Context: an optimization exercise on an open-source flow, tuned for small area, a short achievable clock period and few clock cycles per item. The choices shown serve that exercise and are no tape-out recipe. No functional check of the RTL was part of any run shown here.

File: design/flow/run.sh
#!/bin/bash
# synth_recipe.tcl (not shown) runs the flow's synth.tcl, then flattens the netlist and writes it again
# the make line also repeats each setting of config.mk as NAME=value (left out here)
make -C /OpenROAD-flow-scripts/flow DESIGN_CONFIG=/design/flow/config.mk WORK_HOME=/design/flow/orfs CLKGATE_MAP_FILE= SYNTH_SCRIPT=/design/flow/synth_recipe.tcl finish
File: design/flow/config.mk
export PLATFORM = sky130hd
export DESIGN_NAME = Milestone_1
export DESIGN_NICKNAME = Milestone_1
export VERILOG_FILES = /design/flow/design.v
export SDC_FILE = /design/flow/constraint.sdc
export NUM_CORES = 4
export LEC_CHECK = 0
export CAP_MARGIN = 20
export CORE_MARGIN = 2
export CORE_UTILIZATION = 30
export SLEW_MARGIN = 20
File: design/flow/constraint.sdc
create_clock -name core_clock -period 11.0 [get_ports {clock}]
set_input_delay 2.2000 -clock core_clock [delete_from_list [all_inputs] [get_ports {clock}]]
set_output_delay 2.2000 -clock core_clock [all_outputs]
set_load 0.01 [all_outputs]
File: design/flow/design.v
module Milestone_1 (
		input logic clock,
		input logic resetn,
		input logic start,
		output logic done,
		input logic  [15:0] SRAM_read_data,
		output logic [15:0] SRAM_write_data,
		output logic SRAM_we_n,
		output logic [17:0] SRAM_address
);
logic        run, pro;
logic [4:0]  fc;
logic [6:0]  k;
logic [15:0] ya, ucnt;
logic [16:0] wa;
logic [7:0]  c [0:9];
logic [15:0] rd_q, yw;
logic [7:0]  pend;
logic [8:0]  fa, fb, fcs;
logic [8:0]  qu, qv;
logic [24:0] qyt;
logic [11:0] tr, tg, tb;
logic        nu, nv;
logic [7:0]  b0;
wire k79     = (k == 7'd79);
wire lastrow = (ya == 16'd38400);
logic       shift;
logic [1:0] srcsel;  
always_comb begin
	shift = 1'b0; srcsel = 2'd3;
	if (!k79) begin
		case (fc)
			5'd1: begin shift = 1'b1; srcsel = 2'd0; end
			5'd2: begin shift = 1'b1; srcsel = 2'd1; end
			5'd6, 5'd7: begin shift = 1'b1; srcsel = (k == 7'd78) ? 2'd3 : 2'd2; end
			default: ;
		endcase
	end else begin
		case (fc)
			5'd1, 5'd2, 5'd5, 5'd6, 5'd9, 5'd10, 5'd11, 5'd12: begin shift = 1'b1; srcsel = 2'd3; end
			5'd7, 5'd8, 5'd15, 5'd16: begin shift = 1'b1; srcsel = 2'd2; end
			5'd13: begin shift = 1'b1; srcsel = 2'd0; end
			5'd14: begin shift = 1'b1; srcsel = 2'd1; end
			default: ;
		endcase
	end
end
logic [7:0] nsmp;
always_comb begin
	case (srcsel)
		2'd0: nsmp = pend;
		2'd1: nsmp = rd_q[7:0];
		2'd2: nsmp = rd_q[15:8];
		default: nsmp = c[8];
	endcase
end
always_ff @(posedge clock) begin
	if (run && shift) begin
		for (int i = 0; i < 9; i++) c[i] <= c[i+1];
		c[9] <= nsmp;
	end
	fa  <= {1'b0, c[0]} + {1'b0, nsmp};
	fb  <= {1'b0, ~c[2]} + {1'b0, ~c[8]};
	fcs <= {1'b0, c[4]} + {1'b0, c[6]};
	if (run && (fc == 5'd6 || (k79 && (fc == 5'd7 || fc == 5'd15)))) pend <= rd_q[7:0];
	if (run && (fc == 5'd2 || fc == 5'd6 || (k79 && (fc == 5'd7 || fc == 5'd14 || fc == 5'd15)))) rd_q <= SRAM_read_data;
	if (run && (fc == 5'd1 || fc == 5'd7 || (k79 && fc == 5'd16))) yw <= SRAM_read_data;
end
wire [16:0] ft;
m_filt u_filt (.a(fa), .b(fb), .c(fcs), .o(ft));
wire [8:0] fz = ft[16:8];
wire evenld = (fc == 5'd0 || fc == 5'd5);
logic [7:0] qy8;
wire yhi = (fc == 5'd4) || (!k79 && fc == 5'd9) || (k79 && fc == 5'd18);
always_ff @(posedge clock) begin
	if (yhi) qy8 <= yw[15:8];
	else if (evenld) qy8 <= yw[7:0];
end
wire [24:0] ytv;
m_yt u_yt (.y(qy8), .o(ytv));
wire qu_f = k79 ? (fc == 5'd2 || fc == 5'd6) : (fc == 5'd2 || fc == 5'd7);
wire qv_f = k79 ? (fc == 5'd3 || fc == 5'd7) : (fc == 5'd3 || fc == 5'd8);
always_ff @(posedge clock) begin
	if (evenld) begin
		qu <= {1'b0, c[4]} + 9'd104;
		qv <= {1'b0, c[5]} + 9'd104;
	end else begin
		if (qu_f) qu <= fz;
		if (qv_f) qv <= fz;
	end
	if (evenld || fc == 5'd1 || fc == 5'd6) qyt <= ytv;
end
wire [27:0] sr, sg, sb;
m_r u_r (.yt(qyt), .zv(qv), .o(sr));
m_g u_g (.yt(qyt), .zu(qu), .zv(qv), .o(sg));
m_b u_b (.yt(qyt), .zu(qu), .o(sb));
always_ff @(posedge clock) begin
	tr <= sr[27:16];
	tg <= sg[27:16];
	tb <= sb[27:16];
	nu <= (qu < 9'd104);
	nv <= (qv < 9'd104);
end
function automatic [7:0] clip(input [11:0] t, input [7:0] corr);
	logic [7:0] top;
	top = {{4{t[11]}}, t[11:8]} + corr;
	clip = top[7] ? 8'd0 : ((|top[6:0]) ? 8'd255 : t[7:0]);
endfunction
wire [7:0] r8 = clip(tr, nv ? 8'h93 : 8'h00);
wire [7:0] g8 = clip(tg, (nu ? 8'he8 : 8'h00) + (nv ? 8'hdf : 8'h00));
wire [7:0] b8 = clip(tb, nu ? 8'h9b : 8'h00);
wire wr_slot = (fc == 5'd0 || fc == 5'd1 || fc == 5'd2 || fc == 5'd5 || fc == 5'd6 || fc == 5'd7) ||
               (k79 && lastrow && (fc == 5'd9 || fc == 5'd10));
wire do_wr = wr_slot && !pro;
wire do_y  = k79 ? (fc == 5'd13 || fc == 5'd17) : (fc == 5'd4 || fc == 5'd8);
wire do_u  = k79 ? (fc == 5'd3 || fc == 5'd11 || fc == 5'd18) : (fc == 5'd9 && k <= 7'd76);
wire do_v  = k79 ? (fc == 5'd4 || fc == 5'd12) : (fc == 5'd3 && k <= 7'd77);
wire end_frame = k79 ? (fc == 5'd18) : (fc == 5'd9);
wire fin = k79 && lastrow && (fc == 5'd10);
logic [15:0] wdat;
always_comb begin
	if (fc == 5'd2 || fc == 5'd7) wdat = {r8, g8};
	else if (fc == 5'd1 || fc == 5'd6 || fc == 5'd10) wdat = {g8, b8};
	else wdat = {b0, r8};
end
always_ff @(posedge clock) begin
	SRAM_write_data <= wdat;
	if (run && (fc == 5'd2 || fc == 5'd7)) b0 <= b8;
	if (!run) begin
		if (start) begin
			pro  <= 1'b1;
			fc   <= 5'd4;
			k    <= 7'd79;
			ya   <= 16'd0;
			ucnt <= 16'd38400;
			wa   <= 17'd15872;
			SRAM_address <= 18'd38400;
		end
	end else begin
		if (end_frame) begin
			fc <= 5'd0;
			k  <= k79 ? 7'd0 : k + 7'd1;
		end else begin
			fc <= fc + 5'd1;
		end
		if (k == 7'd0 && fc == 5'd1) pro <= 1'b0;
		if (do_wr) begin
			SRAM_address <= {1'b1, wa};
			wa <= wa + 17'd1;
		end else if (do_y) begin
			SRAM_address <= {2'b0, ya};
			ya <= ya + 16'd1;
		end else if (do_v) begin
			SRAM_address <= {1'b0, ucnt + 17'd19200};
			ucnt <= ucnt + 16'd1;
		end else begin
			SRAM_address <= {2'b0, ucnt};
		end
	end
end
always_ff @(posedge clock or negedge resetn) begin
	if (!resetn) begin
		run <= 1'b0;
		done <= 1'b0;
		SRAM_we_n <= 1'b1;
	end else begin
		done <= 1'b0;
		SRAM_we_n <= 1'b1;
		if (!run) begin
			if (start) run <= 1'b1;
		end else begin
			if (do_wr) SRAM_we_n <= 1'b0;
			if (fin) begin
				done <= 1'b1;
				run <= 1'b0;
			end
		end
	end
end
endmodule
module m_yt(input logic [7:0] y, output logic [24:0] o);
  wire t1 = y[7] ^ y[5]; wire t2 = y[7] & y[5];
  wire t3 = y[6] ^ y[4]; wire t4 = y[6] & y[4];
  wire t5 = y[7] ^ y[5]; wire t6 = y[7] & y[5];
  wire t7 = y[4] ^ y[2]; wire t8 = y[4] & y[2];
  wire t9 = y[5] ^ y[3] ^ y[1]; wire t10 = (y[5] & y[3]) | (y[5] & y[1]) | (y[3] & y[1]);
  wire t11 = y[6] ^ y[4] ^ y[2]; wire t12 = (y[6] & y[4]) | (y[6] & y[2]) | (y[4] & y[2]);
  wire t13 = y[3] ^ y[0] ^ 1'b1; wire t14 = (y[3] & y[0]) | (y[3] & 1'b1) | (y[0] & 1'b1);
  wire t15 = y[1] ^ 1'b1 ^ t2; wire t16 = (y[1] & 1'b1) | (y[1] & t2) | (1'b1 & t2);
  wire t17 = y[2] ^ 1'b1 ^ t4; wire t18 = (y[2] & 1'b1) | (y[2] & t4) | (1'b1 & t4);
  wire t19 = y[6] ^ y[3] ^ 1'b1; wire t20 = (y[6] & y[3]) | (y[6] & 1'b1) | (y[3] & 1'b1);
  wire t21 = y[7] ^ y[4]; wire t22 = y[7] & y[4];
  wire t23 = y[2] ^ y[0]; wire t24 = y[2] & y[0];
  wire t25 = y[3] ^ y[1] ^ 1'b1; wire t26 = (y[3] & y[1]) | (y[3] & 1'b1) | (y[1] & 1'b1);
  wire t27 = y[0] ^ 1'b1 ^ t7; wire t28 = (y[0] & 1'b1) | (y[0] & t7) | (1'b1 & t7);
  wire t29 = 1'b1 ^ t8 ^ t9; wire t30 = (1'b1 & t8) | (1'b1 & t9) | (t8 & t9);
  wire t31 = 1'b1 ^ t10 ^ t11; wire t32 = (1'b1 & t10) | (1'b1 & t11) | (t10 & t11);
  wire t33 = t1 ^ t12 ^ t13; wire t34 = (t1 & t12) | (t1 & t13) | (t12 & t13);
  wire t35 = t3 ^ t14 ^ t15; wire t36 = (t3 & t14) | (t3 & t15) | (t14 & t15);
  wire t37 = t5 ^ t16 ^ t17; wire t38 = (t5 & t16) | (t5 & t17) | (t16 & t17);
  wire t39 = t6 ^ t18 ^ t19; wire t40 = (t6 & t18) | (t6 & t19) | (t18 & t19);
  wire t41 = 1'b1 ^ t20 ^ t21; wire t42 = (1'b1 & t20) | (1'b1 & t21) | (t20 & t21);
  wire t43 = y[5] ^ 1'b1 ^ t22; wire t44 = (y[5] & 1'b1) | (y[5] & t22) | (1'b1 & t22);
  wire t45 = y[6] ^ 1'b1; wire t46 = y[6] & 1'b1;
  wire t47 = y[7] ^ 1'b1; wire t48 = y[7] & 1'b1;
  wire [24:0] ra = {1'b1, t46, t44, t42, t40, t38, t36, t34, t32, t30, t28, t26, t24, 1'b1, y[1], ~y[7], ~y[6], ~y[5], ~y[4], ~y[3], ~y[2], ~y[1], ~y[0], 1'b0, 1'b0};
  wire [24:0] rb = {t48, t47, t45, t43, t41, t39, t37, t35, t33, t31, t29, t27, t25, t23, 1'b1, y[0], 1'b0, 1'b0, 1'b0, 1'b0, 1'b0, 1'b0, 1'b1, 1'b0, 1'b0};
  assign o = ra + rb;
endmodule
module m_filt(input logic [8:0] a, input logic [8:0] b, input logic [8:0] c, output logic [16:0] o);
  wire t1 = a[7] ^ a[5]; wire t2 = a[7] & a[5];
  wire t3 = a[8] ^ a[6]; wire t4 = a[8] & a[6];
  wire t5 = a[4] ^ a[2]; wire t6 = a[4] & a[2];
  wire t7 = a[5] ^ a[3] ^ a[1]; wire t8 = (a[5] & a[3]) | (a[5] & a[1]) | (a[3] & a[1]);
  wire t9 = b[3] ^ ~b[1]; wire t10 = b[3] & ~b[1];
  wire t11 = a[6] ^ a[4] ^ a[2]; wire t12 = (a[6] & a[4]) | (a[6] & a[2]) | (a[4] & a[2]);
  wire t13 = b[4] ^ ~b[2] ^ b[0]; wire t14 = (b[4] & ~b[2]) | (b[4] & b[0]) | (~b[2] & b[0]);
  wire t15 = ~c[6] ^ c[1]; wire t16 = ~c[6] & c[1];
  wire t17 = a[3] ^ b[5] ^ ~b[3]; wire t18 = (a[3] & b[5]) | (a[3] & ~b[3]) | (b[5] & ~b[3]);
  wire t19 = b[1] ^ ~c[7] ^ c[2]; wire t20 = (b[1] & ~c[7]) | (b[1] & c[2]) | (~c[7] & c[2]);
  wire t21 = c[0] ^ 1'b1 ^ t1; wire t22 = (c[0] & 1'b1) | (c[0] & t1) | (1'b1 & t1);
  wire t23 = a[4] ^ b[6] ^ ~b[4]; wire t24 = (a[4] & b[6]) | (a[4] & ~b[4]) | (b[6] & ~b[4]);
  wire t25 = b[2] ^ ~c[8] ^ c[3]; wire t26 = (b[2] & ~c[8]) | (b[2] & c[3]) | (~c[8] & c[3]);
  wire t27 = c[1] ^ t2 ^ t3; wire t28 = (c[1] & t2) | (c[1] & t3) | (t2 & t3);
  wire t29 = a[7] ^ a[5] ^ b[7]; wire t30 = (a[7] & a[5]) | (a[7] & b[7]) | (a[5] & b[7]);
  wire t31 = ~b[5] ^ b[3] ^ c[4]; wire t32 = (~b[5] & b[3]) | (~b[5] & c[4]) | (b[3] & c[4]);
  wire t33 = c[2] ^ 1'b1 ^ t4; wire t34 = (c[2] & 1'b1) | (c[2] & t4) | (1'b1 & t4);
  wire t35 = a[8] ^ a[6] ^ b[8]; wire t36 = (a[8] & a[6]) | (a[8] & b[8]) | (a[6] & b[8]);
  wire t37 = ~b[6] ^ b[4] ^ c[5]; wire t38 = (~b[6] & b[4]) | (~b[6] & c[5]) | (b[4] & c[5]);
  wire t39 = c[3] ^ 1'b1; wire t40 = c[3] & 1'b1;
  wire t41 = a[7] ^ ~b[7] ^ b[5]; wire t42 = (a[7] & ~b[7]) | (a[7] & b[5]) | (~b[7] & b[5]);
  wire t43 = c[6] ^ c[4]; wire t44 = c[6] & c[4];
  wire t45 = a[8] ^ ~b[8] ^ b[6]; wire t46 = (a[8] & ~b[8]) | (a[8] & b[6]) | (~b[8] & b[6]);
  wire t47 = a[3] ^ a[1]; wire t48 = a[3] & a[1];
  wire t49 = a[0] ^ b[2] ^ ~b[0]; wire t50 = (a[0] & b[2]) | (a[0] & ~b[0]) | (b[2] & ~b[0]);
  wire t51 = ~c[4] ^ 1'b1; wire t52 = ~c[4] & 1'b1;
  wire t53 = ~c[5] ^ c[0] ^ 1'b1; wire t54 = (~c[5] & c[0]) | (~c[5] & 1'b1) | (c[0] & 1'b1);
  wire t55 = t6 ^ t7 ^ t9; wire t56 = (t6 & t7) | (t6 & t9) | (t7 & t9);
  wire t57 = 1'b1 ^ t8 ^ t10; wire t58 = (1'b1 & t8) | (1'b1 & t10) | (t8 & t10);
  wire t59 = t11 ^ t13 ^ t15; wire t60 = (t11 & t13) | (t11 & t15) | (t13 & t15);
  wire t61 = t12 ^ t14 ^ t16; wire t62 = (t12 & t14) | (t12 & t16) | (t14 & t16);
  wire t63 = t17 ^ t19 ^ t21; wire t64 = (t17 & t19) | (t17 & t21) | (t19 & t21);
  wire t65 = t18 ^ t20 ^ t22; wire t66 = (t18 & t20) | (t18 & t22) | (t20 & t22);
  wire t67 = t23 ^ t25 ^ t27; wire t68 = (t23 & t25) | (t23 & t27) | (t25 & t27);
  wire t69 = t24 ^ t26 ^ t28; wire t70 = (t24 & t26) | (t24 & t28) | (t26 & t28);
  wire t71 = t29 ^ t31 ^ t33; wire t72 = (t29 & t31) | (t29 & t33) | (t31 & t33);
  wire t73 = t30 ^ t32 ^ t34; wire t74 = (t30 & t32) | (t30 & t34) | (t32 & t34);
  wire t75 = t35 ^ t37 ^ t39; wire t76 = (t35 & t37) | (t35 & t39) | (t37 & t39);
  wire t77 = 1'b1 ^ t36 ^ t38; wire t78 = (1'b1 & t36) | (1'b1 & t38) | (t36 & t38);
  wire t79 = t40 ^ t41 ^ t43; wire t80 = (t40 & t41) | (t40 & t43) | (t41 & t43);
  wire t81 = c[7] ^ c[5] ^ 1'b1; wire t82 = (c[7] & c[5]) | (c[7] & 1'b1) | (c[5] & 1'b1);
  wire t83 = t42 ^ t44 ^ t45; wire t84 = (t42 & t44) | (t42 & t45) | (t44 & t45);
  wire t85 = b[7] ^ c[8] ^ c[6]; wire t86 = (b[7] & c[8]) | (b[7] & c[6]) | (c[8] & c[6]);
  wire t87 = a[2] ^ a[0]; wire t88 = a[2] & a[0];
  wire t89 = b[1] ^ ~c[3] ^ 1'b1; wire t90 = (b[1] & ~c[3]) | (b[1] & 1'b1) | (~c[3] & 1'b1);
  wire t91 = t5 ^ t48 ^ t49; wire t92 = (t5 & t48) | (t5 & t49) | (t48 & t49);
  wire t93 = t50 ^ t52 ^ t53; wire t94 = (t50 & t52) | (t50 & t53) | (t52 & t53);
  wire t95 = t54 ^ t56 ^ t57; wire t96 = (t54 & t56) | (t54 & t57) | (t56 & t57);
  wire t97 = t58 ^ t60 ^ t61; wire t98 = (t58 & t60) | (t58 & t61) | (t60 & t61);
  wire t99 = t62 ^ t64 ^ t65; wire t100 = (t62 & t64) | (t62 & t65) | (t64 & t65);
  wire t101 = t66 ^ t68 ^ t69; wire t102 = (t66 & t68) | (t66 & t69) | (t68 & t69);
  wire t103 = t70 ^ t72 ^ t73; wire t104 = (t70 & t72) | (t70 & t73) | (t72 & t73);
  wire t105 = t74 ^ t76 ^ t77; wire t106 = (t74 & t76) | (t74 & t77) | (t76 & t77);
  wire t107 = t78 ^ t80 ^ t81; wire t108 = (t78 & t80) | (t78 & t81) | (t80 & t81);
  wire t109 = t46 ^ t82 ^ t84; wire t110 = (t46 & t82) | (t46 & t84) | (t82 & t84);
  wire t111 = b[8] ^ c[7] ^ 1'b1; wire t112 = (b[8] & c[7]) | (b[8] & 1'b1) | (c[7] & 1'b1);
  wire t113 = a[0] ^ ~c[0]; wire t114 = a[0] & ~c[0];
  wire t115 = a[1] ^ ~c[1]; wire t116 = a[1] & ~c[1];
  wire t117 = b[0] ^ ~c[2] ^ t87; wire t118 = (b[0] & ~c[2]) | (b[0] & t87) | (~c[2] & t87);
  wire t119 = t47 ^ t88 ^ t89; wire t120 = (t47 & t88) | (t47 & t89) | (t88 & t89);
  wire t121 = t51 ^ t90 ^ t91; wire t122 = (t51 & t90) | (t51 & t91) | (t90 & t91);
  wire t123 = t55 ^ t92 ^ t93; wire t124 = (t55 & t92) | (t55 & t93) | (t92 & t93);
  wire t125 = t59 ^ t94 ^ t95; wire t126 = (t59 & t94) | (t59 & t95) | (t94 & t95);
  wire t127 = t63 ^ t96 ^ t97; wire t128 = (t63 & t96) | (t63 & t97) | (t96 & t97);
  wire t129 = t67 ^ t98 ^ t99; wire t130 = (t67 & t98) | (t67 & t99) | (t98 & t99);
  wire t131 = t71 ^ t100 ^ t101; wire t132 = (t71 & t100) | (t71 & t101) | (t100 & t101);
  wire t133 = t75 ^ t102 ^ t103; wire t134 = (t75 & t102) | (t75 & t103) | (t102 & t103);
  wire t135 = t79 ^ t104 ^ t105; wire t136 = (t79 & t104) | (t79 & t105) | (t104 & t105);
  wire t137 = t83 ^ t106 ^ t107; wire t138 = (t83 & t106) | (t83 & t107) | (t106 & t107);
  wire t139 = t85 ^ t108 ^ t109; wire t140 = (t85 & t108) | (t85 & t109) | (t108 & t109);
  wire t141 = t86 ^ t110 ^ t111; wire t142 = (t86 & t110) | (t86 & t111) | (t110 & t111);
  wire t143 = c[8] ^ 1'b1 ^ t112; wire t144 = (c[8] & 1'b1) | (c[8] & t112) | (1'b1 & t112);
  wire [16:0] ra = {1'b1, t142, t140, t138, t136, t134, t132, t130, t128, t126, t124, t122, t120, t118, t116, t114, 1'b1};
  wire [16:0] rb = {t144, t143, t141, t139, t137, t135, t133, t131, t129, t127, t125, t123, t121, t119, t117, t115, t113};
  assign o = ra + rb;
endmodule
module m_r(input logic [24:0] yt, input logic [8:0] zv, output logic [27:0] o);
  wire [10:0] zv3 = {2'b0,zv} + {1'b0,zv,1'b0};
  wire t1 = yt[8] ^ zv3[8]; wire t2 = yt[8] & zv3[8];
  wire t3 = yt[9] ^ zv3[9] ^ zv[5]; wire t4 = (yt[9] & zv3[9]) | (yt[9] & zv[5]) | (zv3[9] & zv[5]);
  wire t5 = yt[10] ^ zv3[10]; wire t6 = yt[10] & zv3[10];
  wire t7 = yt[11] ^ zv[7] ^ zv[4]; wire t8 = (yt[11] & zv[7]) | (yt[11] & zv[4]) | (zv[7] & zv[4]);
  wire t9 = yt[12] ^ zv[8] ^ zv[5]; wire t10 = (yt[12] & zv[8]) | (yt[12] & zv[5]) | (zv[8] & zv[5]);
  wire t11 = yt[7] ^ zv3[7]; wire t12 = yt[7] & zv3[7];
  wire t13 = zv[4] ^ zv[1] ^ 1'b1; wire t14 = (zv[4] & zv[1]) | (zv[4] & 1'b1) | (zv[1] & 1'b1);
  wire t15 = zv[2] ^ 1'b1 ^ t2; wire t16 = (zv[2] & 1'b1) | (zv[2] & t2) | (1'b1 & t2);
  wire t17 = zv[6] ^ zv[3] ^ t4; wire t18 = (zv[6] & zv[3]) | (zv[6] & t4) | (zv[3] & t4);
  wire t19 = zv3[0] ^ 1'b1 ^ t6; wire t20 = (zv3[0] & 1'b1) | (zv3[0] & t6) | (1'b1 & t6);
  wire t21 = zv3[1] ^ 1'b1 ^ t8; wire t22 = (zv3[1] & 1'b1) | (zv3[1] & t8) | (1'b1 & t8);
  wire t23 = yt[13] ^ zv[6] ^ zv3[2]; wire t24 = (yt[13] & zv[6]) | (yt[13] & zv3[2]) | (zv[6] & zv3[2]);
  wire t25 = yt[14] ^ zv[7]; wire t26 = yt[14] & zv[7];
  wire t27 = yt[15] ^ zv[8] ^ zv3[4]; wire t28 = (yt[15] & zv[8]) | (yt[15] & zv3[4]) | (zv[8] & zv3[4]);
  wire t29 = yt[16] ^ zv3[5] ^ zv3[1]; wire t30 = (yt[16] & zv3[5]) | (yt[16] & zv3[1]) | (zv3[5] & zv3[1]);
  wire t31 = yt[17] ^ zv3[6] ^ zv3[2]; wire t32 = (yt[17] & zv3[6]) | (yt[17] & zv3[2]) | (zv3[6] & zv3[2]);
  wire t33 = yt[18] ^ zv3[7]; wire t34 = yt[18] & zv3[7];
  wire t35 = yt[19] ^ zv3[8] ^ zv3[4]; wire t36 = (yt[19] & zv3[8]) | (yt[19] & zv3[4]) | (zv3[8] & zv3[4]);
  wire t37 = yt[20] ^ zv3[9] ^ zv3[5]; wire t38 = (yt[20] & zv3[9]) | (yt[20] & zv3[5]) | (zv3[9] & zv3[5]);
  wire t39 = yt[21] ^ zv3[10] ^ zv3[6]; wire t40 = (yt[21] & zv3[10]) | (yt[21] & zv3[6]) | (zv3[10] & zv3[6]);
  wire t41 = yt[22] ^ zv3[7]; wire t42 = yt[22] & zv3[7];
  wire t43 = yt[3] ^ zv3[3]; wire t44 = yt[3] & zv3[3];
  wire t45 = yt[4] ^ zv3[4] ^ zv[0]; wire t46 = (yt[4] & zv3[4]) | (yt[4] & zv[0]) | (zv3[4] & zv[0]);
  wire t47 = yt[5] ^ zv3[5] ^ zv[1]; wire t48 = (yt[5] & zv3[5]) | (yt[5] & zv[1]) | (zv3[5] & zv[1]);
  wire t49 = yt[6] ^ zv3[6] ^ zv[2]; wire t50 = (yt[6] & zv3[6]) | (yt[6] & zv[2]) | (zv3[6] & zv[2]);
  wire t51 = zv[3] ^ zv[0] ^ t11; wire t52 = (zv[3] & zv[0]) | (zv[3] & t11) | (zv[0] & t11);
  wire t53 = t1 ^ t12 ^ t13; wire t54 = (t1 & t12) | (t1 & t13) | (t12 & t13);
  wire t55 = t3 ^ t14 ^ t15; wire t56 = (t3 & t14) | (t3 & t15) | (t14 & t15);
  wire t57 = t5 ^ t16 ^ t17; wire t58 = (t5 & t16) | (t5 & t17) | (t16 & t17);
  wire t59 = t7 ^ t18 ^ t19; wire t60 = (t7 & t18) | (t7 & t19) | (t18 & t19);
  wire t61 = t9 ^ t20 ^ t21; wire t62 = (t9 & t20) | (t9 & t21) | (t20 & t21);
  wire t63 = t10 ^ t22 ^ t23; wire t64 = (t10 & t22) | (t10 & t23) | (t22 & t23);
  wire t65 = zv3[3] ^ t24 ^ t25; wire t66 = (zv3[3] & t24) | (zv3[3] & t25) | (t24 & t25);
  wire t67 = zv3[0] ^ t26 ^ t27; wire t68 = (zv3[0] & t26) | (zv3[0] & t27) | (t26 & t27);
  wire t69 = 1'b1 ^ t28 ^ t29; wire t70 = (1'b1 & t28) | (1'b1 & t29) | (t28 & t29);
  wire t71 = 1'b1 ^ t30 ^ t31; wire t72 = (1'b1 & t30) | (1'b1 & t31) | (t30 & t31);
  wire t73 = zv3[3] ^ t32 ^ t33; wire t74 = (zv3[3] & t32) | (zv3[3] & t33) | (t32 & t33);
  wire t75 = 1'b1 ^ t34 ^ t35; wire t76 = (1'b1 & t34) | (1'b1 & t35) | (t34 & t35);
  wire t77 = 1'b1 ^ t36 ^ t37; wire t78 = (1'b1 & t36) | (1'b1 & t37) | (t36 & t37);
  wire t79 = 1'b1 ^ t38 ^ t39; wire t80 = (1'b1 & t38) | (1'b1 & t39) | (t38 & t39);
  wire t81 = 1'b1 ^ t40 ^ t41; wire t82 = (1'b1 & t40) | (1'b1 & t41) | (t40 & t41);
  wire t83 = yt[23] ^ zv3[8] ^ t42; wire t84 = (yt[23] & zv3[8]) | (yt[23] & t42) | (zv3[8] & t42);
  wire t85 = yt[24] ^ zv3[9]; wire t86 = yt[24] & zv3[9];
  wire t87 = zv3[10] ^ 1'b1; wire t88 = zv3[10] & 1'b1;
  wire [27:0] ra = {1'b1, 1'b1, t86, t84, t82, t80, t78, t76, t74, t72, t70, t68, t66, t64, t62, t60, t58, t56, t54, t52, t50, t48, t46, t44, 1'b1, yt[2], yt[1], yt[0]};
  wire [27:0] rb = {1'b0, t88, t87, t85, t83, t81, t79, t77, t75, t73, t71, t69, t67, t65, t63, t61, t59, t57, t55, t53, t51, t49, t47, t45, t43, zv3[2], zv3[1], zv3[0]};
  assign o = ra + rb;
endmodule
module m_g(input logic [24:0] yt, input logic [8:0] zu, input logic [8:0] zv, output logic [27:0] o);
  wire [10:0] zu3 = {2'b0,zu} + {1'b0,zu,1'b0};
  wire [10:0] zv3 = {2'b0,zv} + {1'b0,zv,1'b0};
  wire t1 = yt[13] ^ ~zu3[10]; wire t2 = yt[13] & ~zu3[10];
  wire t3 = yt[10] ^ ~zu3[7]; wire t4 = yt[10] & ~zu3[7];
  wire t5 = yt[11] ^ ~zu3[8]; wire t6 = yt[11] & ~zu3[8];
  wire t7 = yt[12] ^ ~zu3[9] ^ ~zu[2]; wire t8 = (yt[12] & ~zu3[9]) | (yt[12] & ~zu[2]) | (~zu3[9] & ~zu[2]);
  wire t9 = ~zu[3] ^ ~zu3[0] ^ ~zv[8]; wire t10 = (~zu[3] & ~zu3[0]) | (~zu[3] & ~zv[8]) | (~zu3[0] & ~zv[8]);
  wire t11 = ~zv[1] ^ 1'b1; wire t12 = ~zv[1] & 1'b1;
  wire t13 = yt[14] ^ ~zu[4] ^ ~zu3[1]; wire t14 = (yt[14] & ~zu[4]) | (yt[14] & ~zu3[1]) | (~zu[4] & ~zu3[1]);
  wire t15 = ~zv[2] ^ ~zv3[0] ^ t2; wire t16 = (~zv[2] & ~zv3[0]) | (~zv[2] & t2) | (~zv3[0] & t2);
  wire t17 = yt[15] ^ ~zu[5] ^ ~zu3[2]; wire t18 = (yt[15] & ~zu[5]) | (yt[15] & ~zu3[2]) | (~zu[5] & ~zu3[2]);
  wire t19 = ~zv[3] ^ ~zv3[1] ^ 1'b1; wire t20 = (~zv[3] & ~zv3[1]) | (~zv[3] & 1'b1) | (~zv3[1] & 1'b1);
  wire t21 = yt[16] ^ ~zu[6] ^ ~zu3[3]; wire t22 = (yt[16] & ~zu[6]) | (yt[16] & ~zu3[3]) | (~zu[6] & ~zu3[3]);
  wire t23 = ~zv[4] ^ ~zv3[2]; wire t24 = ~zv[4] & ~zv3[2];
  wire t25 = yt[17] ^ ~zu[7] ^ ~zu3[4]; wire t26 = (yt[17] & ~zu[7]) | (yt[17] & ~zu3[4]) | (~zu[7] & ~zu3[4]);
  wire t27 = ~zv[5] ^ ~zv3[3]; wire t28 = ~zv[5] & ~zv3[3];
  wire t29 = yt[18] ^ ~zu[8] ^ ~zu3[5]; wire t30 = (yt[18] & ~zu[8]) | (yt[18] & ~zu3[5]) | (~zu[8] & ~zu3[5]);
  wire t31 = ~zv[6] ^ ~zv3[4] ^ 1'b1; wire t32 = (~zv[6] & ~zv3[4]) | (~zv[6] & 1'b1) | (~zv3[4] & 1'b1);
  wire t33 = yt[19] ^ ~zu3[6] ^ ~zv[7]; wire t34 = (yt[19] & ~zu3[6]) | (yt[19] & ~zv[7]) | (~zu3[6] & ~zv[7]);
  wire t35 = ~zv3[5] ^ 1'b1; wire t36 = ~zv3[5] & 1'b1;
  wire t37 = yt[20] ^ ~zu3[7] ^ ~zv[8]; wire t38 = (yt[20] & ~zu3[7]) | (yt[20] & ~zv[8]) | (~zu3[7] & ~zv[8]);
  wire t39 = ~zv3[6] ^ 1'b1; wire t40 = ~zv3[6] & 1'b1;
  wire t41 = yt[21] ^ ~zu3[8]; wire t42 = yt[21] & ~zu3[8];
  wire t43 = yt[22] ^ ~zu3[9]; wire t44 = yt[22] & ~zu3[9];
  wire t45 = yt[23] ^ ~zu3[10]; wire t46 = yt[23] & ~zu3[10];
  wire t47 = yt[4] ^ ~zu3[1]; wire t48 = yt[4] & ~zu3[1];
  wire t49 = yt[5] ^ ~zu3[2] ^ ~zv[5]; wire t50 = (yt[5] & ~zu3[2]) | (yt[5] & ~zv[5]) | (~zu3[2] & ~zv[5]);
  wire t51 = yt[6] ^ ~zu3[3] ^ ~zv[6]; wire t52 = (yt[6] & ~zu3[3]) | (yt[6] & ~zv[6]) | (~zu3[3] & ~zv[6]);
  wire t53 = yt[7] ^ ~zu3[4] ^ ~zv[7]; wire t54 = (yt[7] & ~zu3[4]) | (yt[7] & ~zv[7]) | (~zu3[4] & ~zv[7]);
  wire t55 = yt[8] ^ ~zu3[5] ^ ~zv[8]; wire t56 = (yt[8] & ~zu3[5]) | (yt[8] & ~zv[8]) | (~zu3[5] & ~zv[8]);
  wire t57 = yt[9] ^ ~zu3[6] ^ ~zv[4]; wire t58 = (yt[9] & ~zu3[6]) | (yt[9] & ~zv[4]) | (~zu3[6] & ~zv[4]);
  wire t59 = ~zu[0] ^ ~zv[5] ^ 1'b1; wire t60 = (~zu[0] & ~zv[5]) | (~zu[0] & 1'b1) | (~zv[5] & 1'b1);
  wire t61 = ~zu[1] ^ ~zv[6] ^ t4; wire t62 = (~zu[1] & ~zv[6]) | (~zu[1] & t4) | (~zv[6] & t4);
  wire t63 = ~zv[7] ^ ~zv[0] ^ t6; wire t64 = (~zv[7] & ~zv[0]) | (~zv[7] & t6) | (~zv[0] & t6);
  wire t65 = t1 ^ t8 ^ t9; wire t66 = (t1 & t8) | (t1 & t9) | (t8 & t9);
  wire t67 = t10 ^ t12 ^ t13; wire t68 = (t10 & t12) | (t10 & t13) | (t12 & t13);
  wire t69 = t14 ^ t16 ^ t17; wire t70 = (t14 & t16) | (t14 & t17) | (t16 & t17);
  wire t71 = t18 ^ t20 ^ t21; wire t72 = (t18 & t20) | (t18 & t21) | (t20 & t21);
  wire t73 = t22 ^ t24 ^ t25; wire t74 = (t22 & t24) | (t22 & t25) | (t24 & t25);
  wire t75 = t26 ^ t28 ^ t29; wire t76 = (t26 & t28) | (t26 & t29) | (t28 & t29);
  wire t77 = t30 ^ t32 ^ t33; wire t78 = (t30 & t32) | (t30 & t33) | (t32 & t33);
  wire t79 = t34 ^ t36 ^ t37; wire t80 = (t34 & t36) | (t34 & t37) | (t36 & t37);
  wire t81 = ~zv3[7] ^ t38 ^ t40; wire t82 = (~zv3[7] & t38) | (~zv3[7] & t40) | (t38 & t40);
  wire t83 = ~zv3[8] ^ 1'b1 ^ t42; wire t84 = (~zv3[8] & 1'b1) | (~zv3[8] & t42) | (1'b1 & t42);
  wire t85 = ~zv3[9] ^ 1'b1 ^ t44; wire t86 = (~zv3[9] & 1'b1) | (~zv3[9] & t44) | (1'b1 & t44);
  wire t87 = yt[24] ^ ~zv3[10] ^ 1'b1; wire t88 = (yt[24] & ~zv3[10]) | (yt[24] & 1'b1) | (~zv3[10] & 1'b1);
  wire t89 = yt[0] ^ ~zv[0]; wire t90 = yt[0] & ~zv[0];
  wire t91 = yt[1] ^ ~zv[1]; wire t92 = yt[1] & ~zv[1];
  wire t93 = yt[2] ^ ~zv[2]; wire t94 = yt[2] & ~zv[2];
  wire t95 = yt[3] ^ ~zu3[0] ^ ~zv[3]; wire t96 = (yt[3] & ~zu3[0]) | (yt[3] & ~zv[3]) | (~zu3[0] & ~zv[3]);
  wire t97 = ~zv[4] ^ 1'b1 ^ t47; wire t98 = (~zv[4] & 1'b1) | (~zv[4] & t47) | (1'b1 & t47);
  wire t99 = ~zv[0] ^ t48 ^ t49; wire t100 = (~zv[0] & t48) | (~zv[0] & t49) | (t48 & t49);
  wire t101 = ~zv[1] ^ t50 ^ t51; wire t102 = (~zv[1] & t50) | (~zv[1] & t51) | (t50 & t51);
  wire t103 = ~zv[2] ^ t52 ^ t53; wire t104 = (~zv[2] & t52) | (~zv[2] & t53) | (t52 & t53);
  wire t105 = ~zv[3] ^ t54 ^ t55; wire t106 = (~zv[3] & t54) | (~zv[3] & t55) | (t54 & t55);
  wire t107 = 1'b1 ^ t56 ^ t57; wire t108 = (1'b1 & t56) | (1'b1 & t57) | (t56 & t57);
  wire t109 = t3 ^ t58 ^ t59; wire t110 = (t3 & t58) | (t3 & t59) | (t58 & t59);
  wire t111 = t5 ^ t60 ^ t61; wire t112 = (t5 & t60) | (t5 & t61) | (t60 & t61);
  wire t113 = t7 ^ t62 ^ t63; wire t114 = (t7 & t62) | (t7 & t63) | (t62 & t63);
  wire t115 = t11 ^ t64 ^ t65; wire t116 = (t11 & t64) | (t11 & t65) | (t64 & t65);
  wire t117 = t15 ^ t66 ^ t67; wire t118 = (t15 & t66) | (t15 & t67) | (t66 & t67);
  wire t119 = t19 ^ t68 ^ t69; wire t120 = (t19 & t68) | (t19 & t69) | (t68 & t69);
  wire t121 = t23 ^ t70 ^ t71; wire t122 = (t23 & t70) | (t23 & t71) | (t70 & t71);
  wire t123 = t27 ^ t72 ^ t73; wire t124 = (t27 & t72) | (t27 & t73) | (t72 & t73);
  wire t125 = t31 ^ t74 ^ t75; wire t126 = (t31 & t74) | (t31 & t75) | (t74 & t75);
  wire t127 = t35 ^ t76 ^ t77; wire t128 = (t35 & t76) | (t35 & t77) | (t76 & t77);
  wire t129 = t39 ^ t78 ^ t79; wire t130 = (t39 & t78) | (t39 & t79) | (t78 & t79);
  wire t131 = t41 ^ t80 ^ t81; wire t132 = (t41 & t80) | (t41 & t81) | (t80 & t81);
  wire t133 = t43 ^ t82 ^ t83; wire t134 = (t43 & t82) | (t43 & t83) | (t82 & t83);
  wire t135 = t45 ^ t84 ^ t85; wire t136 = (t45 & t84) | (t45 & t85) | (t84 & t85);
  wire t137 = t46 ^ t86 ^ t87; wire t138 = (t46 & t86) | (t46 & t87) | (t86 & t87);
  wire [27:0] ra = {1'b1, 1'b1, t88, t136, t134, t132, t130, t128, t126, t124, t122, t120, t118, t116, t114, t112, t110, t108, t106, t104, t102, t100, t98, t96, t94, t92, t90, 1'b1};
  wire [27:0] rb = {1'b0, 1'b0, t138, t137, t135, t133, t131, t129, t127, t125, t123, t121, t119, t117, t115, t113, t111, t109, t107, t105, t103, t101, t99, t97, t95, t93, t91, t89};
  assign o = ra + rb;
endmodule
module m_b(input logic [24:0] yt, input logic [8:0] zu, output logic [27:0] o);
  wire [10:0] zu3 = {2'b0,zu} + {1'b0,zu,1'b0};
  wire t1 = yt[7] ^ zu3[7]; wire t2 = yt[7] & zu3[7];
  wire t3 = yt[8] ^ zu3[8] ^ zu3[5]; wire t4 = (yt[8] & zu3[8]) | (yt[8] & zu3[5]) | (zu3[8] & zu3[5]);
  wire t5 = yt[9] ^ zu3[9] ^ zu3[6]; wire t6 = (yt[9] & zu3[9]) | (yt[9] & zu3[6]) | (zu3[9] & zu3[6]);
  wire t7 = yt[10] ^ zu3[10] ^ zu3[7]; wire t8 = (yt[10] & zu3[10]) | (yt[10] & zu3[7]) | (zu3[10] & zu3[7]);
  wire t9 = yt[11] ^ zu3[8]; wire t10 = yt[11] & zu3[8];
  wire t11 = yt[12] ^ zu3[9] ^ zu[5]; wire t12 = (yt[12] & zu3[9]) | (yt[12] & zu[5]) | (zu3[9] & zu[5]);
  wire t13 = yt[13] ^ zu3[10] ^ zu[6]; wire t14 = (yt[13] & zu3[10]) | (yt[13] & zu[6]) | (zu3[10] & zu[6]);
  wire t15 = yt[3] ^ zu3[3]; wire t16 = yt[3] & zu3[3];
  wire t17 = yt[4] ^ zu3[4]; wire t18 = yt[4] & zu3[4];
  wire t19 = yt[5] ^ zu3[5]; wire t20 = yt[5] & zu3[5];
  wire t21 = yt[6] ^ zu3[6] ^ zu3[3]; wire t22 = (yt[6] & zu3[6]) | (yt[6] & zu3[3]) | (zu3[6] & zu3[3]);
  wire t23 = zu3[4] ^ zu[0] ^ 1'b1; wire t24 = (zu3[4] & zu[0]) | (zu3[4] & 1'b1) | (zu[0] & 1'b1);
  wire t25 = zu[1] ^ 1'b1 ^ t2; wire t26 = (zu[1] & 1'b1) | (zu[1] & t2) | (1'b1 & t2);
  wire t27 = zu[2] ^ 1'b1 ^ t4; wire t28 = (zu[2] & 1'b1) | (zu[2] & t4) | (1'b1 & t4);
  wire t29 = zu[3] ^ zu[0] ^ t6; wire t30 = (zu[3] & zu[0]) | (zu[3] & t6) | (zu[0] & t6);
  wire t31 = zu[4] ^ zu[1] ^ t8; wire t32 = (zu[4] & zu[1]) | (zu[4] & t8) | (zu[1] & t8);
  wire t33 = zu[2] ^ 1'b1 ^ t10; wire t34 = (zu[2] & 1'b1) | (zu[2] & t10) | (1'b1 & t10);
  wire t35 = zu[3] ^ 1'b1 ^ t12; wire t36 = (zu[3] & 1'b1) | (zu[3] & t12) | (1'b1 & t12);
  wire t37 = yt[14] ^ zu[7] ^ zu[4]; wire t38 = (yt[14] & zu[7]) | (yt[14] & zu[4]) | (zu[7] & zu[4]);
  wire t39 = yt[15] ^ zu[8]; wire t40 = yt[15] & zu[8];
  wire t41 = yt[16] ^ zu[6]; wire t42 = yt[16] & zu[6];
  wire t43 = yt[17] ^ zu[7]; wire t44 = yt[17] & zu[7];
  wire t45 = yt[18] ^ zu[8]; wire t46 = yt[18] & zu[8];
  wire t47 = yt[19] ^ zu[2]; wire t48 = yt[19] & zu[2];
  wire t49 = yt[20] ^ zu[3]; wire t50 = yt[20] & zu[3];
  wire t51 = zu3[0] ^ 1'b1; wire t52 = zu3[0] & 1'b1;
  wire t53 = zu3[1] ^ t16 ^ t17; wire t54 = (zu3[1] & t16) | (zu3[1] & t17) | (t16 & t17);
  wire t55 = zu3[2] ^ t18 ^ t19; wire t56 = (zu3[2] & t18) | (zu3[2] & t19) | (t18 & t19);
  wire t57 = 1'b1 ^ t20 ^ t21; wire t58 = (1'b1 & t20) | (1'b1 & t21) | (t20 & t21);
  wire t59 = t1 ^ t22 ^ t23; wire t60 = (t1 & t22) | (t1 & t23) | (t22 & t23);
  wire t61 = t3 ^ t24 ^ t25; wire t62 = (t3 & t24) | (t3 & t25) | (t24 & t25);
  wire t63 = t5 ^ t26 ^ t27; wire t64 = (t5 & t26) | (t5 & t27) | (t26 & t27);
  wire t65 = t7 ^ t28 ^ t29; wire t66 = (t7 & t28) | (t7 & t29) | (t28 & t29);
  wire t67 = t9 ^ t30 ^ t31; wire t68 = (t9 & t30) | (t9 & t31) | (t30 & t31);
  wire t69 = t11 ^ t32 ^ t33; wire t70 = (t11 & t32) | (t11 & t33) | (t32 & t33);
  wire t71 = t13 ^ t34 ^ t35; wire t72 = (t13 & t34) | (t13 & t35) | (t34 & t35);
  wire t73 = t14 ^ t36 ^ t37; wire t74 = (t14 & t36) | (t14 & t37) | (t36 & t37);
  wire t75 = zu[5] ^ t38 ^ t39; wire t76 = (zu[5] & t38) | (zu[5] & t39) | (t38 & t39);
  wire t77 = 1'b1 ^ t40 ^ t41; wire t78 = (1'b1 & t40) | (1'b1 & t41) | (t40 & t41);
  wire t79 = zu[0] ^ t42 ^ t43; wire t80 = (zu[0] & t42) | (zu[0] & t43) | (t42 & t43);
  wire t81 = zu[1] ^ t44 ^ t45; wire t82 = (zu[1] & t44) | (zu[1] & t45) | (t44 & t45);
  wire t83 = 1'b1 ^ t46 ^ t47; wire t84 = (1'b1 & t46) | (1'b1 & t47) | (t46 & t47);
  wire t85 = 1'b1 ^ t48 ^ t49; wire t86 = (1'b1 & t48) | (1'b1 & t49) | (t48 & t49);
  wire t87 = yt[21] ^ zu[4] ^ t50; wire t88 = (yt[21] & zu[4]) | (yt[21] & t50) | (zu[4] & t50);
  wire t89 = yt[22] ^ zu[5]; wire t90 = yt[22] & zu[5];
  wire t91 = yt[23] ^ zu[6]; wire t92 = yt[23] & zu[6];
  wire t93 = yt[24] ^ zu[7]; wire t94 = yt[24] & zu[7];
  wire t95 = zu[8] ^ 1'b1; wire t96 = zu[8] & 1'b1;
  wire [27:0] ra = {1'b1, 1'b1, t94, t92, t90, t88, t86, t84, t82, t80, t78, t76, t74, t72, t70, t68, t66, t64, t62, t60, t58, t56, t54, t52, t15, yt[2], yt[1], yt[0]};
  wire [27:0] rb = {1'b0, t96, t95, t93, t91, t89, t87, t85, t83, t81, t79, t77, t75, t73, t71, t69, t67, t65, t63, t61, t59, t57, t55, t53, t51, zu3[2], zu3[1], zu3[0]};
  assign o = ra + rb;
endmodule
==> impl.org, run 1 <==
** Status
- The flow ran to the end and the layout has no timing, DRC or antenna violations.

** Clock network
- Clock transition at the register clock pins on the worst setup and hold paths after CTS :: 0.06 ns
- The number of setup buffers added after CTS is 0.
- Clock H-tree levels :: 2
- Clk Tree Root Cell :: sky130_fd_sc_hd__clkbuf_16
- Post_cts resized :: 0
- TritonCTS Buffers :: 40
- The clock drives 344 sinks.
- TritonCTS built the clock tree.
- Clock insertion delay at the later pin of the skew report :: 0.59 ns
- Buffer levels on the longest clock path :: 3
- After clock tree synthesis, the flow added hold-fix buffers numbering 0.

** Global routing
- Largest net degree at the start of global routing :: 81
- First-pass GRT wire length :: 88.1 mm
- Across every metal layer, demand over resource in global routing totals 13.4%.
- The via count of the first global-routing pass is about 16000.
- The number of antenna violations at the first check in global routing came to 0.
- Gr ovfl total :: 0

** Cells and area
- Once layout is complete, the utilization of the core stands at 34.5%.
- Excluding fillers, the count of instances in the completed layout stands at 3451.
- Filler cell count :: 8121
- Commonest non-fill, non-tap cells in the layout :: sky130_fd_sc_hd__inv_1 (432), sky130_fd_sc_hd__ha_1 (288), sky130_fd_sc_hd__edfxtp_1 (257)
- Most common cell after layout, fill and taps aside :: sky130_fd_sc_hd__inv_1
- With fillers left out, the area of the finished cells amounts to 27800 um^2.
- Final layout net count :: 2825
- The sequential cells in the finished layout cover a total of 9480 um^2.
- N_diodes :: 0
- Layout cell share with drive strength beyond 1 :: 5.52%
- In the final layout, the multi-input gates occupy 13200 um^2.
- Compared with the post-synthesis result, the final layout area differs by 13.8%.

** Critical path
- Setup Crit Path Kind :: reg2reg
- CP Data Required Time :: between 10 and 15 ns
- The worst setup path is launched from a flip-flop.
- Arrival time of the worst setup path :: 6.77 ns
- Along the worst path, the maximum fanout reaches 8.
- Sort of element at the end of the critical path :: flip-flop

** Placement
- Total instance count after detailed placement :: around 3400
- Timing analysis after detailed placement gives a worst setup slack of approximately 4.8 ns.
- After detailed placement, the total cell area comes to 26300 um^2.
- Detailed placement ended at an HPWL of roughly 44 mm.
- Port Buffers :: 54
- GPL Wtd Cong :: 0.903

** Routing
- Number of remaining DRC errors :: 0
- Via/cell ratio :: ~4.6
- Routed Wire Length :: approximately 56 mm
- Average wire length per cell after detail routing :: 16.1 um
- Detailed router's first-iteration violation count :: 1022
- The final route contains about 16000 vias.
- In this run the remaining antenna-violating nets after routing total 0.
- DRT Pass-1 Iters :: 7

** Synth
- Flip-flop and latch count after synthesis :: between 300 and 400
- The synthesized design devotes to its leading area cell type about a third of total area.
- Counting distinct cell types in the post-synthesis netlist gives 81.
- The number of nets in the synthesized netlist is between 2000 and 3000.
- Number of instances in the synthesized netlist :: approximately 2300
- Ranked by total cell area, the synthesized netlist is headed by sky130_fd_sc_hd__edfxtp_1 (32%), sky130_fd_sc_hd__ha_1 (15%), sky130_fd_sc_hd__fa_1 (13%).
- Post-synth EDFFs :: 257
- Share of flip-flops with an asynchronous set or reset :: 0.872%
- Dominant cell type by area after synthesis :: sky130_fd_sc_hd__edfxtp_1
- For this run, the register share of the synthesized area comes to 38.7%.
- The synthesized netlist occupies a cell area of roughly 24000 um^2.
- After synthesis, the mean cell area works out to 10.7 um^2.
- Yosys warning count :: 2
- Ys flop type :: sky130_fd_sc_hd__edfxtp_1

** Timing
- For the final routed database, the setup TNS stands at 0 ns.
- Hold Fails Final Rpt :: 0
- The tightest hold path in the finished design has a slack of roughly 0.41 ns.
- Final worst path period share :: 57.5%
- Final worst clock skew :: 0.0487 ns
- Min Clock Period, post-route :: 6.33 ns
- Across all setup checks in the final design, the least slack found is between 4 and 5 ns.
- The count of pins over their slew limit is 0.
- Relative slew slack :: 26.6%
- At the pin with the least slew margin, the transition time is 1.10 ns.
- Setup repair after global routing missed its margin :: no
- Setup violations remaining at the end of the flow were counted as 0.
- Static timing analysis puts the maximum clock frequency at approximately 160 MHz.

** Job
- Across the run, the number of max-cap violations was 0.

** Floorplanning
- Area inside the core boundary :: about 81000 um^2
- Standard-cell row count :: 104
- I/O pins :: between 50 and 60
- Horizontal extent of the die :: 290 um
- Die outline height :: 290 um
- Effective utilization at floorplan :: a little under a third
- Full die area :: roughly 84000 um^2

** Worst hold path
- Classification of the worst-slack hold path :: reg2reg
==> cell families (layout without fill, tap and decap cells) <==
logic type | Yosys count | in the layout | share of synthesized area (%)
xor+xnor | 145 | 145 | 5.25
fa+ha+maj | 447 | 447 | 27.7
buf+inv | 469 | 577 | 7.29
flops | 344 | 344 | 38.7
mux | 53 | 53 | 2.30
compound gates | 398 | 398 | 10.3
simple gates | 427 | 427 | 8.35
==> layer usage <==
| metal | vias to the layer above | routed length (um) | global-route usage, % |
|---|---|---|---|
| met5 | - | 0 | 0 |
| met4 | 0 | 1270 | 3.44 |
| met3 | 77 | 2030 | 1.84 |
| met2 | 231 | 24900 | 21.2 |
| met1 | 7704 | 27400 | 19.1 |
| li1 | 7894 | - | - |
==> synthesized netlist by cell type (5+ instances only) <==
| cell | n |
|---|---|
| sky130_fd_sc_hd__a211o_1 | 7 |
| sky130_fd_sc_hd__a211oi_1 | 18 |
| sky130_fd_sc_hd__a21boi_0 | 7 |
| sky130_fd_sc_hd__a21o_1 | 32 |
| sky130_fd_sc_hd__a21oi_1 | 134 |
| sky130_fd_sc_hd__a31oi_1 | 11 |
| sky130_fd_sc_hd__and2_1 | 13 |
| sky130_fd_sc_hd__and3_1 | 17 |
| sky130_fd_sc_hd__buf_2 | 6 |
| sky130_fd_sc_hd__clkbuf_1 | 27 |
| sky130_fd_sc_hd__dfxtp_1 | 84 |
| sky130_fd_sc_hd__edfxtp_1 | 257 |
| sky130_fd_sc_hd__fa_1 | 159 |
| sky130_fd_sc_hd__ha_1 | 288 |
| sky130_fd_sc_hd__inv_1 | 432 |
| sky130_fd_sc_hd__mux2_2 | 25 |
| sky130_fd_sc_hd__mux2i_1 | 28 |
| sky130_fd_sc_hd__nand2_1 | 86 |
| sky130_fd_sc_hd__nand2b_1 | 15 |
| sky130_fd_sc_hd__nand3_1 | 39 |
| sky130_fd_sc_hd__nand4_1 | 19 |
| sky130_fd_sc_hd__nor2_1 | 154 |
| sky130_fd_sc_hd__nor2b_1 | 14 |
| sky130_fd_sc_hd__nor3_1 | 24 |
| sky130_fd_sc_hd__o211ai_1 | 8 |
| sky130_fd_sc_hd__o21a_1 | 23 |
| sky130_fd_sc_hd__o21ai_0 | 86 |
| sky130_fd_sc_hd__o21bai_1 | 13 |
| sky130_fd_sc_hd__or2_2 | 5 |
| sky130_fd_sc_hd__or3_1 | 13 |
| sky130_fd_sc_hd__xnor2_1 | 85 |
| sky130_fd_sc_hd__xor2_1 | 59 |
==> final timing paths <==
path | cells after the start | slack, ns | start | to
max | 24 | 4.67 | qu[2]$_DFFE_PP_ | tb[10]$_DFF_P_
min | 0 | 0.41 | c[1][6]$_DFFE_PP_ | c[0][6]$_DFFE_PP_
max reg2reg | 24 | 4.67 | qu[2]$_DFFE_PP_ | tb[10]$_DFF_P_
min reg2reg | 0 | 0.41 | c[1][6]$_DFFE_PP_ | c[0][6]$_DFFE_PP_
max in group asynchronous | 1 | 8.99 | resetn | SRAM_we_n$_DFF_PN1_
min in group asynchronous | 1 | 1.79 | resetn | done$_DFF_PN0_
==> critical path, stage by stage (launching register included) <==
cell and delay, ns:
sky130_fd_sc_hd__edfxtp_1 0.55, sky130_fd_sc_hd__inv_1 0.22, sky130_fd_sc_hd__fa_1 0.47, sky130_fd_sc_hd__nor2b_1 0.12
sky130_fd_sc_hd__o21ai_0 0.10, sky130_fd_sc_hd__a21boi_0 0.27, sky130_fd_sc_hd__o21ai_0 0.16, sky130_fd_sc_hd__a21boi_1 0.30
sky130_fd_sc_hd__o21a_1 0.25, sky130_fd_sc_hd__o21ai_0 0.16, sky130_fd_sc_hd__and2_1 0.25, sky130_fd_sc_hd__ha_1 0.19
sky130_fd_sc_hd__a311oi_1 0.37, sky130_fd_sc_hd__fa_1 0.49, sky130_fd_sc_hd__fa_1 0.51, sky130_fd_sc_hd__inv_1 0.05
sky130_fd_sc_hd__ha_1 0.20, sky130_fd_sc_hd__a211oi_1 0.21, sky130_fd_sc_hd__o211ai_1 0.14, sky130_fd_sc_hd__o2111ai_1 0.35
sky130_fd_sc_hd__a31o_2 0.23, sky130_fd_sc_hd__a31oi_1 0.11, sky130_fd_sc_hd__a21oi_1 0.28, sky130_fd_sc_hd__o21bai_1 0.11
sky130_fd_sc_hd__xnor2_1 0.12
==> area by class of cell <==
type,count,area share (%)
clock buffers,51,4.01
clock inverters,23,1.42
inverters,433,5.84
multi-input cells,1470,47.6
flip-flops and latches,344,34.0
well taps,1060,4.76
repair buffers,70,2.37
==> flip-flops by register name (all words and copies together) (netlist names), 8 cells and up, named ones only <==
name / count
pend: 8
fcs: 9
yw: 16
rd_q: 16
tr: 12
ya: 16
fa: 9
SRAM_address: 18
qv: 9
wa: 17
tg: 12
fb: 9
b0: 8
tb: 12
c: 80
qyt: 23
qy8: 8
ucnt: 16
qu: 9
SRAM_write_data: 16
==> inputs of run 2 (changes only) <==
--- a/design/flow/config.mk
+++ b/design/flow/config.mk
@@ -5,6 +5,7 @@
 export SDC_FILE = /design/flow/constraint.sdc
 export NUM_CORES = 4
 export LEC_CHECK = 0
+export ABC_CLOCK_PERIOD_IN_PS = 3000
 export CAP_MARGIN = 20
 export CORE_MARGIN = 2
 export CORE_UTILIZATION = 30
==> run 2 against run 1 <==
  * Clock skew did not move
  * Routed wire length unchanged
  * Synthesized cell count did not move
  * Worst hold slack unchanged
  * Clock-buffer cell count unchanged
  * Critical path type unchanged
==> impl.org, run 2 <==
** Status
- The run finished with no timing, DRC or antenna violations.

** Cells and area
- Final layout net count :: 2825
- Layout overhead on the synthesized area :: 13.8%
- The repair_antennas step left the layout with diodes totalling 0.
- The library cell used most frequently in the layout, excluding fill and tap cells, is sky130_fd_sc_hd__inv_1.
- Counting flops per register, the top entry is c.
- Cells with a size suffix above 1 make up 5.52% of the layout.
- Max reg flops :: 80
- Number of cells in the finished layout apart from fillers :: approximately 3500
- Final non-filler cell area :: 27800 um^2
- Registers with the highest flip-flop counts :: c: 80 flops, qyt: 23 flops, SRAM_address: 18 flops
- Final core utilization :: 34.5%
- Commonest non-fill, non-tap cells in the layout :: sky130_fd_sc_hd__inv_1 (432), sky130_fd_sc_hd__ha_1 (288), sky130_fd_sc_hd__edfxtp_1 (257)
- Fill cells in the final layout number 8121.

** Critical path
- CP bufs+invs :: 2
- At the worst endpoint, the arrival time is around 6.8 ns.
- The worst register-to-register path has a setup slack of 4.67 ns.
- The worst setup path is launched from a flip-flop.
- The kind of cell with the highest combined delay along the critical path is compound AO/OA/AOI/OAI gates.
- CP max stage delay :: 0.55 ns
- Sort of element at the end of the critical path :: flip-flop
- CP Data Required Time :: 11.44 ns
- Series of cell instances along the critical path :: inv_1 -> fa_1 -> nor2b_1 -> o21ai_0 -> a21boi_0 -> o21ai_0 -> a21boi_1 -> o21a_1 -> o21ai_0 -> and2_1 -> ha_1 -> a311oi_1 -> fa_1 -> fa_1 -> inv_1 -> ha_1 -> a211oi_1 -> o211ai_1 -> o2111ai_1 -> a31o_2 -> a31oi_1 -> a21oi_1 -> o21bai_1 -> xnor2_1
- In this run the worst path has a maximum fanout of 8.
- On the critical path, the stage with the largest delay is an instance of sky130_fd_sc_hd__edfxtp_1.
- The critical path in this run is classified as reg2reg.

** Timing
- For the pin with the worst max-slew slack, the measured transition is 1.10 ns.
- Final worst path period share :: 57.5%
- The count of final hold-check violations is 0.
- Min Clock Period, post-route :: 6.33 ns
- Sum of negative setup slack :: 0 ns
- The count of pins over their slew limit was 0.
- Between clock sinks in the finished design, the worst skew comes to 0.0487 ns.
- Setup violations remaining at the end of the flow were counted as 0.
- Setup repair after global routing missed its margin :: no
- Based on the critical path, the design can be clocked at up to 158 MHz.
- The worst pin sits at a relative slew slack of 26.6%.

** Placement
- Summed over all nets, the half-perimeter wirelength after detailed placement is 43.6 mm.
- GPL Wtd Cong :: 0.903
- Total instance count after detailed placement :: 3377
- Total cell area at the placement stage :: 26300 um^2
- Input and output buffers added on the ports amount to 54.

** Worst hold path
- The path class of the tightest hold or removal check is reg2reg.

** Global routing
- Entering global routing, the biggest net connects 81 pins.
- Antenna violations before repair :: 0
- First-pass GRT wire length :: between 80 and 90 mm
- The via count of the first global-routing pass is 15905.
- Gr ovfl total :: 0
- For this run, the total global-route usage over all layers was measured as 13.4%.

** Routing
- The first TritonRoute pass finished after 7 iterations.
- Number of remaining DRC errors :: 0
- Detailed router's first-iteration violation count :: 1022
- Average wire length per cell after detail routing :: 16.1 um
- After detailed routing, the total wire length is 55.6 mm.
- Via count :: 15906
- Using the TritonRoute via totals, the vias-per-cell ratio works out to 4.61.
- DRT antenna net count :: 0

** Synth
- After synthesis, the cell types taking the most area are sky130_fd_sc_hd__edfxtp_1 (32%), sky130_fd_sc_hd__ha_1 (15%), sky130_fd_sc_hd__fa_1 (13%).
- Yosys warning count :: 2
- Share of flip-flops with an asynchronous set or reset :: less than 1%
- Number of instances in the synthesized netlist :: approximately 2300
- Each instance of the synthesized netlist takes up on average 10.7 um^2.
- The share of the Yosys chip area taken by registers is about 39%.
- Synthesized area :: around 24000 um^2
- Mapped Nets :: 2749
- Most common cell in the synthesized netlist :: sky130_fd_sc_hd__inv_1
- Post-synth EDFFs :: 257
- Area share of the largest cell type after synthesis :: between 30% and 40%
- Synthesis instantiated between 80 and 90 different standard cells from the library.
- Dominant cell type by area after synthesis :: sky130_fd_sc_hd__edfxtp_1
- In the synthesized netlist, the cells that appear most often are sky130_fd_sc_hd__inv_1 (432), sky130_fd_sc_hd__ha_1 (288), sky130_fd_sc_hd__edfxtp_1 (257), sky130_fd_sc_hd__fa_1 (159), sky130_fd_sc_hd__nor2_1 (154).
- Flip-flop and latch count after synthesis :: 344
- Ys flop type :: sky130_fd_sc_hd__edfxtp_1

** Clock network
- Clock latency on the worst-skew pair, taken at its later pin, is approximately 0.59 ns.
- The clock drives 344 sinks.
- Clock tree from TritonCTS :: done
- Once the clock tree was built, the resizer swapped 0 gates to a different size.
- Once the clock tree was built, the setup fixing pass inserted 0 buffers.
- After clock tree synthesis, the clock-pin slew on the worst setup and hold paths is 0.06 ns.
- Clk Tree Root Cell :: sky130_fd_sc_hd__clkbuf_16
- In this run the deepest clock path goes through 3 buffers.
- The number of clock buffers added by TritonCTS is 40.
- The H-tree generated during clock tree synthesis spans 2 levels.
- Buffers inserted to repair hold after CTS numbered 0.

** Floorplanning
- Horizontal extent of the die :: 290 um
- Area inside the core boundary :: 80700 um^2
- Die outline height :: 290 um
- Effective utilization at floorplan :: a little under a third
- The initialized floorplan defines 104 standard-cell rows.
- For this design the top-level I/O count stands at 55.
- Full die area :: 83800 um^2

** Job
- The tool flagged a number of max-cap violations equal to 0.
run 2: cell counts after synthesis:
No cell type changed its count.
run 2: worst paths after layout:
check | start | endpoint | cells after the start
hold reg to reg | c[1][6]$_DFFE_PP_ | c[0][6]$_DFFE_PP_ | 0
hold / removal | c[1][6]$_DFFE_PP_ | c[0][6]$_DFFE_PP_ | 0
setup / recovery | qu[2]$_DFFE_PP_ | tb[10]$_DFF_P_ | 24
setup reg to reg | qu[2]$_DFFE_PP_ | tb[10]$_DFF_P_ | 24
min in group asynchronous | resetn | done$_DFF_PN0_ | 1
max in group asynchronous | resetn | SRAM_we_n$_DFF_PN1_ | 1
run 2: worst register-to-register path, delay by kind of cell, from the launching register on:
family,cells,cell delay [ns]
DFF,1,0.55
AOI/OAI and AO/OA,14,3.05
xor gates and xnor gates,1,0.12
buffers and inverters,2,0.27
and+or+nand+nor,2,0.37
adders and majority gates,5,1.86
run 2: per-stage QoR:
stage	hold WS, ns	setup WS, ns
after global routing	0.416	4.28
after detailed placement	0.405	4.83
final	0.412	4.67
after floorplan	0.400	5.60
after CTS	0.412	4.82
after global placement	0.401	4.94
run 2: layout make-up:
| type | count | area, um^2 | share of cell area, % |
|---|---|---|---|
| multi-input combinational | 1470 | 13200 | 47.6 |
| clock buffer | 51 | 1110 | 4.01 |
| timing repair buffer | 70 | 661 | 2.37 |
| sequential | 344 | 9480 | 34.0 |
| tap | 1060 | 1330 | 4.76 |
| inverter | 433 | 1630 | 5.84 |
| clock inverter | 23 | 394 | 1.42 |
run 2: kinds of logic (layout without fill, tap and decap cells):
kind of cell | count (synthesis) | in the layout | share of synthesized area [%]
fa+ha+maj | 447 | 447 | 27.7
flops | 344 | 344 | 38.7
mux | 53 | 53 | 2.30
buf+inv | 469 | 577 | 7.29
simple gates | 427 | 427 | 8.35
xor+xnor | 145 | 145 | 5.25
compound gates | 398 | 398 | 10.3
run 2: metal layers:
layer	vias up	global-route usage [%]	wire, um
met3	77	1.84	2030
met1	7704	19.1	27400
met4	0	3.44	1270
li1	7894	-	-
met2	231	21.2	24900
met5	-	0	0

[separate check: timing with driven ports]
How much do the figures lean on ideal ports? The routed layouts below were timed once more, with nothing changed but the port constraints.
Step 1, drivers: a clkbuf_16 drives clock and a buf_2 each remaining input, both assumed.
Step 2 moves the port delays by t, midway between the first and last clock arrival at a register: inputs arrive t later, outputs are due t later. That takes back most of the time a late clock gives input paths.
a / b / c = ideal / step 1 / step 2; a / b = the first two.
run | t (ns) | setup slack, ns | hold WS [ns] | worst slew at a driven data input, ns
run 1 | 0.621 | 4.671 / 4.671 / 4.671 | 0.412 / 0.412 / 0.412 | 0.03
run 2 | 0.621 | 4.671 / 4.671 / 4.671 | 0.412 / 0.412 / 0.412 | 0.03
After both steps setup and hold are still met in every run listed.
